Background: an optimization exercise with open tools, aiming at small area, a short achievable clock period and few clock cycles. Do not read the settings as production practice.
In this exercise RTL edits were held to simulation tests only and were not proved equivalent to the original.
Power and IR drop assume default switching activity.

== cedar ==
Design RV32Core, start of the top module:
module RV32Core(
    input wire CPU_CLK,
    input wire CPU_RST,
    output wire [31:0] IMemAddr,
    input wire [31:0] IMemData,
    output wire [31:0] DMemAddr,
    output wire [3:0] DMemWE,
    output wire [31:0] DMemWD,
    input wire [31:0] DMemRD
    );
    wire clk = CPU_CLK;
    wire rst = CPU_RST;
    reg  [12:0] pcF;
    reg         validD;
    reg  [12:0] pcD;
    reg         predFD;      
    reg         lbValid;
    reg  [12:0] lbPC, lbTgt;
    reg         validE;
    reg  [4:0]  rdE;
    reg         wrE, ldE, stE, brE, jalrE, predE;
    reg  [2:0]  f3E;
    reg  [12:0] altE;
    reg  [31:0] immE, regAE, regBE;
    reg         aR_E, aM_E, aW_E, aV_E, aAlt_E;
    reg         bR_E, bM_E, bW_E, bV_E, bImm_E;
    reg         subE, sSum_E, sSll_E, sSrl_E, sraE, sXor_E, sOr_E, sAnd_E, sSlt_E, sSltu_E, sLink_E;
    reg  [31:0] resM, stdM;
    reg  [3:0]  weM;
    reg  [4:0]  rdM;
    reg         wrM, ldM;
    reg  [2:0]  f3M;
    reg  [31:0] resW;
    reg  [4:0]  rdW;
    reg         wrW, ldW;
    reg  [2:0]  f3W;
  ...
Size: ~5500 cells after synthesis, roughly 1400 flip-flops, ~65000 um^2 of cells after synthesis.
export LEC_CHECK = 0
export CAP_MARGIN = 20
export CORE_MARGIN = 2
export CORE_UTILIZATION = 30
export SETUP_SLACK_MARGIN = 0.4
export SLEW_MARGIN = 20
create_clock -name core_clock -period 17.0 [get_ports {CPU_CLK}]
standard.sh (not shown) runs the stock make flow with config.mk's settings and CLKGATE_MAP_FILE= SYNTH_SCRIPT=/design/flow/synth_recipe.tcl, a recipe that flattens the netlist after the stock synthesis.
==> flow/flow/run.sh <==
#!/bin/bash
set -euo pipefail
bash standard.sh SETUP_SLACK_MARGIN=12.5 TNS_END_PERCENT=0 finish > standard_flow.log 2>&1
Per the final summary, cedar finished and its layout is clean on timing, DRC and antenna.
Testbench counts of cedar, summed over its fixed seeds: cycles 70,777.
Input changes introduced in pine (baseline for comparison: cedar):
--- a/flow/design.v
+++ b/flow/design.v
@@ -44,35 +44,30 @@
     input wire rst,
     input wire we,
     input wire [4:0] wa,
     input wire [31:0] wd,
     input wire [4:0] ra1,
     input wire [4:0] ra2,
-    input wire byp1,             
-    input wire byp2,             
-    input wire [31:0] bypd,
     output wire [31:0] rd1,
     output wire [31:0] rd2
     );
     reg [31:0] rf [1:31];
     reg [31:1] vld;
     always @(posedge clk)
         if (we && wa != 5'd0) rf[wa] <= wd;
     always @(posedge clk or posedge rst)
         if (rst) vld <= 31'b0;
         else if (we && wa != 5'd0) vld[wa] <= 1'b1;
     reg [31:0] r1, r2;
-    reg [31:1] rdy;
     integer k;
     always @(*) begin
-        r1 = {32{byp1}} & bypd;
-        r2 = {32{byp2}} & bypd;
+        r1 = 32'b0;
+        r2 = 32'b0;
         for (k = 1; k < 32; k = k + 1) begin
-            rdy[k] = vld[k] & ~(we & (wa == k));
-            r1 = r1 | ({32{(ra1 == k) & rdy[k]}} & rf[k]);
-            r2 = r2 | ({32{(ra2 == k) & rdy[k]}} & rf[k]);
+            r1 = r1 | ({32{(ra1 == k) & vld[k]}} & rf[k]);
+            r2 = r2 | ({32{(ra2 == k) & vld[k]}} & rf[k]);
         end
     end
     assign rd1 = r1;
     assign rd2 = r2;
 endmodule
 `timescale 1ns / 1ps
@@ -189,21 +184,22 @@
     NPC_Generator AddJ(.a(pcD), .b(immJw), .s(jalT));
     wire predD  = isBR & (ins[31] | (f3 == 3'b001) | (f3 == 3'b111));
     wire idRedir = validD & (isJAL | (predD & ~predFD));    
     wire backD = isBR & ins[31];
     wire hitF = lbValid & (pcF == lbPC);
     wire [12:0] idTarget = isJAL ? jalT : brT;
-    wire [31:0] regAD, regBD, wbData;
-    wire bypA = wrR & (rdR == rs1D);
-    wire bypB = wrR & (rdR == rs2D);
+    wire [31:0] rf1, rf2, wbData;
     RegisterFile RegisterFile1(
         .clk(clk), .rst(rst),
         .we(wrR), .wa(rdR), .wd(valR),
         .ra1(rs1D), .ra2(rs2D),
-        .byp1(bypA), .byp2(bypB), .bypd(valR),
-        .rd1(regAD), .rd2(regBD));
+        .rd1(rf1), .rd2(rf2));
+    wire bypA = wrR & (rdR == rs1D);
+    wire bypB = wrR & (rdR == rs2D);
+    wire [31:0] regAD = bypA ? valR : rf1;
+    wire [31:0] regBD = bypB ? valR : rf2;
     wire fA_M = use1 & wrE & validE & (rdE == rs1D);
     wire fA_W = use1 & wrM & (rdM == rs1D) & ~fA_M;
     wire fA_R = use1 & wrW & (rdW == rs1D) & ~fA_M & ~fA_W;
     wire fB_M = use2 & wrE & validE & (rdE == rs2D);
     wire fB_W = use2 & wrM & (rdM == rs2D) & ~fB_M;
     wire fB_R = use2 & wrW & (rdW == rs2D) & ~fB_M & ~fB_W;
Findings:
pine reached the final stage; the timing, DRC and antenna checks on its layout passed.
Summary of pine over cedar: cell area rose about 5.4%, sequential cell area share fell 2.5 points, via count of the first global-routing pass rose about 2.3%, power consumption fell 0.19 mW.
Looking at die outline area, pine sits 2100 um^2 above cedar.
Testbench counts of pine, summed over its fixed seeds: cycles 70,777.

========
alpha:
RV32Core again, from the RTL that the note above started with.
==> module ALU, before the edit <==
module ALU(
    input wire [31:0] a,
    input wire [31:0] b,
    input wire sub,            
    input wire sel_sum,        
    input wire sel_sll,
    input wire sel_srl,        
    input wire sra,
    input wire sel_xor,
    input wire sel_or,
    input wire sel_and,
    input wire sel_slt,
    input wire sel_sltu,
    input wire sel_link,
    input wire [31:0] link,
    output wire [31:0] sum,
    output wire lt,
    output wire ltu,
    output wire eq,
    output wire [31:0] out
    );
    wire [31:0] bx = sub ? ~b : b;
    wire [32:0] s = {1'b0, a} + {1'b0, bx} + {32'b0, sub};
    assign sum = s[31:0];
    assign ltu = ~s[32];
    assign lt = (a[31] ^ b[31]) ? a[31] : s[31];
    assign eq = (a == b);
    wire [4:0] sh = b[4:0];
    wire [31:0] sll = a << sh;
    wire [31:0] srl = $signed({sra & a[31], a}) >>> sh;
    assign out = ({32{sel_sum}} & sum)
               | ({32{sel_sll}} & sll)
               | ({32{sel_srl}} & srl)
               | ({32{sel_xor}} & (a ^ b))
               | ({32{sel_or}}  & (a | b))
               | ({32{sel_and}} & (a & b))
               | {31'b0, (sel_slt & lt) | (sel_sltu & ltu)}
               | ({32{sel_link}} & link);
endmodule
clock: 17.0 ns
lec_check: 0
cap_margin: 20
core_margin: 2
core_utilization: 50
cts_cluster_diameter: 100
cts_cluster_size: 24
setup_slack_margin: 0.4
slew_margin: 20
Scripts as last shown in full above: flow/flow/run.sh
Testbench counts of alpha, summed over its fixed seeds: cycles 70,777.
The inputs of delta differ from those of alpha as listed below.
--- a/flow/design.v
+++ b/flow/design.v
@@ -27,8 +27,15 @@
     assign lt = (a[31] ^ b[31]) ? a[31] : s[31];
     assign eq = (a == b);
     wire [4:0] sh = b[4:0];
-    wire [31:0] sll = a << sh;
-    wire [31:0] srl = $signed({sra & a[31], a}) >>> sh;
+    function [31:0] rev(input [31:0] x);
+        integer i;
+        for (i = 0; i < 32; i = i + 1) rev[i] = x[31 - i];
+    endfunction
+    wire [31:0] sin = sel_sll ? rev(a) : a;
+    wire [32:0] sx = {sra & ~sel_sll & a[31], sin};
+    wire [32:0] sr = $signed(sx) >>> sh;
+    wire [31:0] srl = sr[31:0];
+    wire [31:0] sll = rev(sr[31:0]);
     assign out = ({32{sel_sum}} & sum)
                | ({32{sel_sll}} & sll)
                | ({32{sel_srl}} & srl)
## What came out
- The higher share of the clock period used by the worst path after layout came out of delta.
- In delta, number of non-clock inverters is lower than in alpha.
- On total of clock buffers placed in the layout: delta sits above alpha.
- Non-clock buffer count sits higher in delta than in alpha.
- Routed wire in delta totals less than in alpha.
- Re count of placed standard cells in the final layout, fillers left out: delta is 247 down on alpha.
- Of delta and alpha, it is delta that has the lower all-layer global routing usage.
- | design area | delta vs alpha | ≈ equal |
- Going from alpha to delta, cell area after synthesis dropped 1.4%, hold slack barely changed.
Testbench counts of delta, summed over its fixed seeds: cycles 70,777.

## port drivers added, routing unchanged
In the flow no input, the clock included, has a driving cell. The finished layouts below were timed again as built, in two steps.
Step 1: set_driving_cell puts a clkbuf_16 on CPU_CLK and a buf_2 on each other input, an assumption about the parent block.
Step 2 times the ports against the registers' clock, not the clock port: input delays grow and output delays shrink by t, the midpoint of the rising clock arrivals with the driver on.
a / b / c = ideal / step 1 / step 2; a / b = the first two.
run | t (ns) | slack for setup (ns) | worst slew at a driven data input, ns
cedar | 0.886 | 11.731 / 11.796 / 10.910 | 0.13
pine | 0.887 | 11.923 / 11.950 / 11.062 | 0.15
alpha | 0.800 | 11.948 / 11.989 / 11.189 | 0.09
delta | 0.786 | 11.907 / 11.922 / 11.136 | 0.08
After both steps setup and hold are still met in every run listed. For pine, which loses most, drivers alone change the setup slack by +0.027 ns; drivers and shift together by -0.861 ns.
